Source: an optimization exercise on an open RTL-to-GDS flow (aim: small area). Production flows keep margins and buffers that such runs may drop. At most, simulation tests tie the RTL to the original design; equivalence was not proved.

==> inputs of build 42 <==
==> flow/design.v (excerpt) <==
module project_top (
    input wire       clk,
    input wire       reset,
    input wire       btnU,
    input wire       btnD,
    input wire       btnR,
    input wire       btnL,
    input wire [3:0] sw,
    input wire       sw15,
    input wire       dht11_in,
    input wire       rx,
    input wire       echo,
    output wire       dht11_out,
    output wire       dht11_oe,
    output wire       trig,
    output wire       tx,
    output wire       disp_setting,
    output wire       disp_uart_sw0,
    output wire [1:0] disp_status,
    output wire [6:0] disp_msec,
    output wire [5:0] disp_sec,
    output wire [5:0] disp_min,
    output wire [5:0] disp_hour,
    output wire [7:0] disp_rh,
    output wire [7:0] disp_temp,
    output wire [9:0] disp_dist
);
Settings: LEC_CHECK=0, ABC_AREA=1, ABC_CLOCK_PERIOD_IN_PS=10000, CAP_MARGIN=20, CORE_MARGIN=2, CORE_UTILIZATION=65, CTS_BUF_LIST=sky130_fd_sc_hd__clkbuf_8, PLACE_DENSITY=0.75, SLEW_MARGIN=20; clock period 10.0 ns.
run.sh (not shown) runs the stock make flow with config.mk's settings and CLKGATE_MAP_FILE= SYNTH_SCRIPT=/design/flow/synth_recipe.tcl, a recipe that flattens the netlist after the stock synthesis.
==> inputs of trial 33, as changes to build 42 <==
--- a/flow/design.v
+++ b/flow/design.v
@@ -186,12 +186,29 @@
                 end else bcnt <= bcnt + 4'd1;
             end
             STOP: if (baud_tick && bcnt != 4'd7) bcnt <= bcnt + 4'd1;
         endcase
     end
 endmodule
+module fifo_count (
+    input  wire clk,
+    input  wire reset,
+    input  wire push,
+    input  wire pop,
+    output wire full,
+    output wire empty
+);
+    reg [4:0] cnt;
+    assign full  = (cnt == 5'd16);
+    assign empty = (cnt == 5'd0);
+    always @(posedge clk, posedge reset) begin
+        if (reset) cnt <= 5'd0;
+        else if (push & ~full & ~(pop & ~empty)) cnt <= cnt + 5'd1;
+        else if (pop & ~empty & ~(push & ~full & ~empty) & ~(push & empty)) cnt <= cnt - 5'd1;
+    end
+endmodule
 module watch_sender (
     input  wire       clk,
     input  wire       reset,
     input  wire       baud_tick,
     input  wire       start,
     input  wire [7:0] i_temp,
@@ -207,31 +224,31 @@
     wire      full, empty, busy;
     wire load = (state == 2'd2) & ~full & (cnt < 6'd34);
     always @(posedge clk, posedge reset) begin
         if (reset) begin
             state <= 2'd0;
             send  <= 1'b0;
+            cnt   <= 6'd0;
         end else begin
             case (state)
                 2'd0: if (start) state <= 2'd1;
                 2'd1: state <= 2'd2;
                 2'd2: if (~full) begin
-                    if (cnt < 6'd34) send <= 1'b1;
-                    else begin
+                    if (cnt < 6'd34) begin
+                        send <= 1'b1;
+                        cnt  <= cnt + 6'd1;
+                    end else begin
                         state <= 2'd0;
                         send  <= 1'b0;
+                        cnt   <= 6'd0;
                     end
                 end
                 default: ;
             endcase
         end
     end
-    always @(posedge clk) begin
-        if (state == 2'd1) cnt <= 6'd0;
-        else if (state == 2'd2 && ~full && cnt < 6'd34) cnt <= cnt + 6'd1;
-    end
     reg [7:0] val;
     always @(*) begin
         case (cnt)
             6'd5, 6'd6:   val = {3'd0, i_hour};
             6'd8, 6'd9:   val = {2'd0, i_min};
             6'd11, 6'd12: val = {2'd0, i_sec};
@@ -258,16 +275,17 @@
                 6'd31: u1 <= d_hi;
                 6'd32: u0 <= d_lo;
                 default: ;
             endcase
         end
     end
+    fifo_count U_CNT (
+        .clk(clk), .reset(reset), .push(send), .pop(~busy),
+        .full(full), .empty(empty)
+    );
     reg [5:0] tp;
-    wire [6:0] x = {1'b0, cnt} - {1'b0, tp};
-    assign empty = send ? (x == 7'd2  || x == 7'h60) : (tp == 6'd33);
-    assign full  = send ? (x == 7'd18 || x == 7'h70) : (tp == 6'd17);
     always @(posedge clk, posedge reset) begin
         if (reset) tp <= 6'd33;
         else if (~busy & ~empty) tp <= (tp == 6'd33) ? 6'd0 : tp + 6'd1;
     end
     reg [7:0] byte_out;
     always @(*) begin
@@ -332,32 +350,32 @@
     wire      full, empty, busy;
     wire load = state & ~full & (cnt < 5'd26);
     always @(posedge clk, posedge reset) begin
         if (reset) begin
             state <= 1'b0;
             send  <= 1'b0;
+            cnt   <= 5'd0;
+            mode  <= 1'b0;
         end else begin
             if (~state) begin
-                if (temp_start | humi_start) state <= 1'b1;
+                if (temp_start | humi_start) begin
+                    state <= 1'b1;
+                    cnt   <= 5'd0;
+                    mode  <= temp_start;
+                end
             end else if (~full) begin
-                if (cnt < 5'd26) send <= 1'b1;
-                else begin
+                if (cnt < 5'd26) begin
+                    send <= 1'b1;
+                    cnt  <= cnt + 5'd1;
+                end else begin
                     state <= 1'b0;
                     send  <= 1'b0;
                 end
             end
         end
     end
-    always @(posedge clk) begin
-        if (~state) begin
-            if (temp_start | humi_start) begin
-                cnt  <= 5'd0;
-                mode <= temp_start;
-            end
-        end else if (~full && cnt < 5'd26) cnt <= cnt + 5'd1;
-    end
     wire [7:0] val = cnt[4] ? (mode ? min_temp : min_humi) : (mode ? max_temp : max_humi);
     wire [3:0] d_hi = (val / 8'd10) % 8'd10;
     wire [3:0] d_lo = val % 8'd10;
     reg       mode_a, mode_b;
     reg [3:0] x1, x0, n1, n0;
     always @(posedge clk) begin
@@ -370,17 +388,18 @@
                 5'd23: n1 <= d_hi;
                 5'd24: n0 <= d_lo;
                 default: ;
             endcase
         end
     end
+    fifo_count U_CNT (
+        .clk(clk), .reset(reset), .push(send), .pop(~busy),
+        .full(full), .empty(empty)
+    );
     reg [4:0] tp;
     reg       not_first;
-    wire [5:0] x = {1'b0, cnt} - {1'b0, tp};
-    assign empty = send ? (x == 6'd2  || x == 6'h28) : (tp == 5'd25);
-    assign full  = send ? (x == 6'd18 || x == 6'h38) : (tp == 5'd9);
     always @(posedge clk, posedge reset) begin
         if (reset) begin
             tp        <= 5'd25;
             not_first <= 1'b0;
         end else if (~busy & ~empty) begin
             tp <= (tp == 5'd25) ? 5'd0 : tp + 5'd1;
@@ -516,33 +535,35 @@
         end else begin
             if (rx_done & (rx_data == 8'h4d)) usw0 <= ~usw0;
             if (rx_done & (rx_data == 8'h4e)) usw1 <= ~usw1;
             if (rx_done & (rx_data == 8'h4f)) usw15 <= ~usw15;
         end
     end
-    reg sw0_pre, sw1_pre, rxd1, rxd2;
-    reg e_sw0, e_sw1;
-    wire e_usw0 = rxd2 & (rx_data == 8'h4d);
-    wire e_usw1 = rxd2 & (rx_data == 8'h4e);
+    reg sw0_pre, sw1_pre, usw0_pre, usw1_pre;
+    reg e_sw0, e_sw1, e_usw0, e_usw1;
     reg [1:0] mstate;    
     always @(posedge clk, posedge reset) begin
         if (reset) begin
             sw0_pre  <= 1'b0;
             sw1_pre  <= 1'b0;
-            rxd1     <= 1'b0;
-            rxd2     <= 1'b0;
+            usw0_pre <= 1'b0;
+            usw1_pre <= 1'b0;
             e_sw0    <= 1'b0;
             e_sw1    <= 1'b0;
+            e_usw0   <= 1'b0;
+            e_usw1   <= 1'b0;
             mstate   <= 2'd0;
         end else begin
             e_sw0    <= sw[0] ^ sw0_pre;
             e_sw1    <= sw[1] ^ sw1_pre;
+            e_usw0   <= usw0 ^ usw0_pre;
+            e_usw1   <= usw1 ^ usw1_pre;
             sw0_pre  <= sw[0];
             sw1_pre  <= sw[1];
-            rxd1     <= rx_done;
-            rxd2     <= rxd1;
+            usw0_pre <= usw0;
+            usw1_pre <= usw1;
             if (e_sw0 && sw[0] != mstate[0])
                 mstate[0] <= sw[0];
             else if (e_sw1 && sw[1] != mstate[1])
                 mstate[1] <= sw[1];
             else if (e_usw0 && usw0 != mstate[0])
                 mstate[0] <= usw0;
@@ -730,103 +751,113 @@
     wire [2:0] bpos    = ~dcnt[2:0];            
     wire [7:0] onehot  = 8'd1 << bpos;
     wire [7:0] addend  = (dcnt[5:3] == 3'd4) ? (~onehot + 8'd1) : onehot;
     always @(posedge clk) begin
         if (state == IDLE) acc <= 8'd0;
         else if (bit_end & bit_val) acc <= acc + addend;
-        if (state == IDLE) dcnt <= 6'd0;
-        else if (bit_end) dcnt <= dcnt + 6'd1;
-    end
-    always @(posedge clk) begin
-        case (state)
-            IDLE:        tcnt <= 11'd0;
-            START:       if (tick) tcnt <= (tcnt == 11'd1900) ? 11'd0 : tcnt + 11'd1;
-            WAIT:        if (tick) tcnt <= (tcnt == 11'd2) ? 11'd0 : tcnt + 11'd1;
-            SYNCH:       if (tick) tcnt <= (~dht11_in | (tcnt == 11'd1001)) ? 11'd0 : tcnt + 11'd1;
-            DATA_SYNC:   if (tick & dht11_in) tcnt <= 11'd0;
-            DATA_DETECT: if (tick && dcnt < 6'd40) tcnt <= dht11_in ? tcnt + 11'd1 : 11'd0;
-            STOP:        if (tick) begin
-                             if (tcnt[2]) tcnt <= 11'd0;
-                             else if (~dht11_in) tcnt <= tcnt + 11'd1;
-                         end
-            default: ;
-        endcase
     end
     always @(posedge clk, posedge reset) begin
         if (reset) begin
             state     <= IDLE;
+            tcnt      <= 11'd0;
             out_reg   <= 1'b1;
             oe_reg    <= 1'b1;
             valid_reg <= 1'b0;
             rh_reg    <= 8'd0;
             t_reg     <= 8'd0;
+            dcnt      <= 6'd0;
         end else begin
             if (bit_end) begin
                 if (dcnt[5:3] == 3'd0) rh_reg[bpos] <= bit_val;
                 if (dcnt[5:3] == 3'd2) t_reg[bpos] <= bit_val;
             end
             case (state)
                 IDLE: begin
                     out_reg <= 1'b1;
                     oe_reg  <= 1'b1;
+                    dcnt    <= 6'd0;
                     if (start) state <= START;
                 end
                 START: if (tick) begin
                     out_reg <= 1'b0;
-                    if (tcnt == 11'd1900) state <= WAIT;
+                    if (tcnt == 11'd1900) begin
+                        state <= WAIT;
+                        tcnt  <= 11'd0;
+                    end else tcnt <= tcnt + 11'd1;
                 end
                 WAIT: begin
                     out_reg <= 1'b1;
-                    if (tick && tcnt == 11'd2) begin
-                        state  <= SYNCL;
-                        oe_reg <= 1'b0;
+                    if (tick) begin
+                        if (tcnt == 11'd2) begin
+                            state  <= SYNCL;
+                            tcnt   <= 11'd0;
+                            oe_reg <= 1'b0;
+                        end else tcnt <= tcnt + 11'd1;
                     end
                 end
                 SYNCL: if (tick & dht11_in) state <= SYNCH;
                 SYNCH: if (tick) begin
                     if (~dht11_in) begin
                         state     <= DATA_SYNC;
+                        tcnt      <= 11'd0;
                         valid_reg <= 1'b0;
-                    end else if (tcnt == 11'd1001) state <= IDLE;
+                    end else if (tcnt > 11'd1000) begin
+                        state <= IDLE;
+                        tcnt  <= 11'd0;
+                    end else tcnt <= tcnt + 11'd1;
                 end
                 DATA_SYNC: begin
                     if (dcnt > 6'd39) state <= STOP;
-                    else if (tick & dht11_in) state <= DATA_DETECT;
+                    else if (tick & dht11_in) begin
+                        tcnt  <= 11'd0;
+                        state <= DATA_DETECT;
+                    end
+                    if ((dcnt > 6'd39) & tick & dht11_in) tcnt <= 11'd0;
+                end
+                DATA_DETECT: if (tick && dcnt < 6'd40) begin
+                    if (dht11_in) tcnt <= tcnt + 11'd1;
+                    else begin
+                        state <= DATA_SYNC;
+                        dcnt  <= dcnt + 6'd1;
+                        tcnt  <= 11'd0;
+                    end
                 end
-                DATA_DETECT: if (tick && dcnt < 6'd40 && ~dht11_in) state <= DATA_SYNC;
                 STOP: begin
                     valid_reg <= (acc == 8'd0);
-                    if (tick & tcnt[2]) state <= IDLE;
+                    if (tick) begin
+                        if (tcnt > 11'd3) begin
+                            state <= IDLE;
+                            tcnt  <= 11'd0;
+                        end else if (~dht11_in) tcnt <= tcnt + 11'd1;
+                    end
                 end
             endcase
         end
     end
 endmodule
 module max_min_decision (
     input  wire       clk,
     input  wire       reset,
     input  wire       dht11_valid,
     input  wire [7:0] rh_data,
     input  wire [7:0] temp_data,
-    output wire [7:0] max_humi,
+    output reg  [7:0] max_humi,
     output reg  [7:0] max_temp,
     output reg  [7:0] min_humi,
     output reg  [7:0] min_temp
 );
-    reg [6:0] max_h;
-    assign max_humi = {1'b0, max_h};
     always @(posedge clk, posedge reset) begin
         if (reset) begin
             max_temp <= 8'd0;
             min_temp <= 8'hff;
-            max_h <= 7'd0;
+            max_humi <= 8'd0;
             min_humi <= 8'hff;
         end else if (dht11_valid) begin
             if (temp_data > max_temp) max_temp <= temp_data;
             if (temp_data < min_temp) min_temp <= temp_data;
-            if (rh_data > max_humi && rh_data < 8'd100) max_h <= rh_data[6:0];
+            if (rh_data > max_humi && rh_data < 8'd100) max_humi <= rh_data;
             if (rh_data < min_humi) min_humi <= rh_data;
         end
     end
 endmodule
 module sr04_unit (
     input  wire       clk,
@@ -868,19 +899,18 @@
     reg [3:0] t_cnt;
     assign trig = t_reg;
     always @(posedge clk, posedge reset) begin
         if (reset) begin
             t_state <= 1'b0;
             t_reg   <= 1'b0;
+            t_cnt   <= 4'd0;
         end else if (~t_state) begin
+            t_cnt <= 4'd0;
             t_reg <= 1'b0;
             if (start) t_state <= 1'b1;
         end else if (tick) begin
             t_reg <= 1'b1;
+            t_cnt <= t_cnt + 4'd1;
             if (t_cnt == 4'd10) t_state <= 1'b0;
         end
     end
-    always @(posedge clk) begin
-        if (~t_state) t_cnt <= 4'd0;
-        else if (tick) t_cnt <= t_cnt + 4'd1;
-    end
 endmodule
- ABC_AREA: 1 -> default
- ABC_CLOCK_PERIOD_IN_PS: 10000 -> default
- CORE_UTILIZATION: 65 -> 40
- CTS_BUF_LIST: sky130_fd_sc_hd__clkbuf_8 -> default
- PLACE_DENSITY: 0.75 -> default
==> inputs of trial 56, as changes to build 42 <==
- CTS_BUF_LIST: sky130_fd_sc_hd__clkbuf_8 -> sky130_fd_sc_hd__clkbuf_4
- CTS_CLUSTER_DIAMETER: default -> 40
- CTS_CLUSTER_SIZE: default -> 8
==> impl_metrics.toml <==
[timing]
worst_hold_slack_ns = 0.360

[status]
outcome = "complete, no violations"

[routing]
wire_per_inst_um = 15.4
wl_um = 50100
num_vias = 18500
wl_met1_um = 22100

[pwr]
max-vdd-ir-drop_uv = 134

[worst_setup_path]
slowest_delay_ns = 0.60

[finish]
register_area_um2 = 8900
-- figures above: trial 56

==> impl_metrics.toml <==
[routing]
wl_met1_um = 21800
wl_um = 50300
wire_per_inst_um = 15.4
num_vias = 18600

[timing]
worst_hold_slack_ns = 0.355
rsz0062_at_grt = "no"

[finish]
register_area_um2 = 8900
fillCellCount = 2535

[pwr]
max-vdd-ir-drop_uv = 148

[global_route]
use_met1_pct = 38.5

[status]
outcome = "complete, no violations"

[worst_setup_path]
slowest_delay_ns = 0.59
-- figures above: build 42

==> impl_metrics.toml <==
[cts]
cts_root_buf = "clkbuf_16"

[status]
outcome = "complete, no violations"

[routing]
wl_met1_um = 24800
num_vias = 18100
wire_per_inst_um = 17.0
wl_um = 54300

[worst_setup_path]
worst-setup-path-type = "input pin to output pin"
critPathCaptureType = "output pin"

[finish]
largest_class = "multi-input combinational cells"

[pwr]
max-vdd-ir-drop_uv = 130

[synthesis]
synth.largest_area_cell = "dfrtp_1"

[placed_design]
dp_hpwl_um = 39400
-- figures above: trial 33

Function not checked in build 42 and trial 56: the RTL went through the layout flow alone.

static timing again, ports no longer ideal:
Ports are ideal in the flow. The routed layouts listed here were re-timed in OpenROAD. Step 1 (the two cells are an assumption about what drives the block):
set clk [get_ports {clk}]
set_driving_cell -lib_cell sky130_fd_sc_hd__clkbuf_16 $clk
set_driving_cell -lib_cell sky130_fd_sc_hd__buf_2 [delete_from_list [all_inputs] $clk]
Step 2, shift: input delay + t, output delay - t, t = (earliest + latest rising clock arrival at the registers) / 2. This alone moves slack from input paths to output paths. Three values: ideal ports, drivers, drivers and shift; two values: the first two.
run	t, ns	setup WS [ns]	slew at the worst register clock pin (ns)	worst data-port slew with drivers (ns)
build 42	0.666	4.453 / 4.429 / 4.429	0.08 / 0.08	0.03
trial 33	0.613	4.301 / 4.272 / 4.272	0.06 / 0.06	0.05
trial 56	0.809	4.448 / 4.427 / 4.427	0.11 / 0.11	0.03
After both steps setup and hold are still met in every run listed. The setup slack of trial 33, which loses most, moves by -0.029 ns with the drivers and by -0.029 ns with both steps.
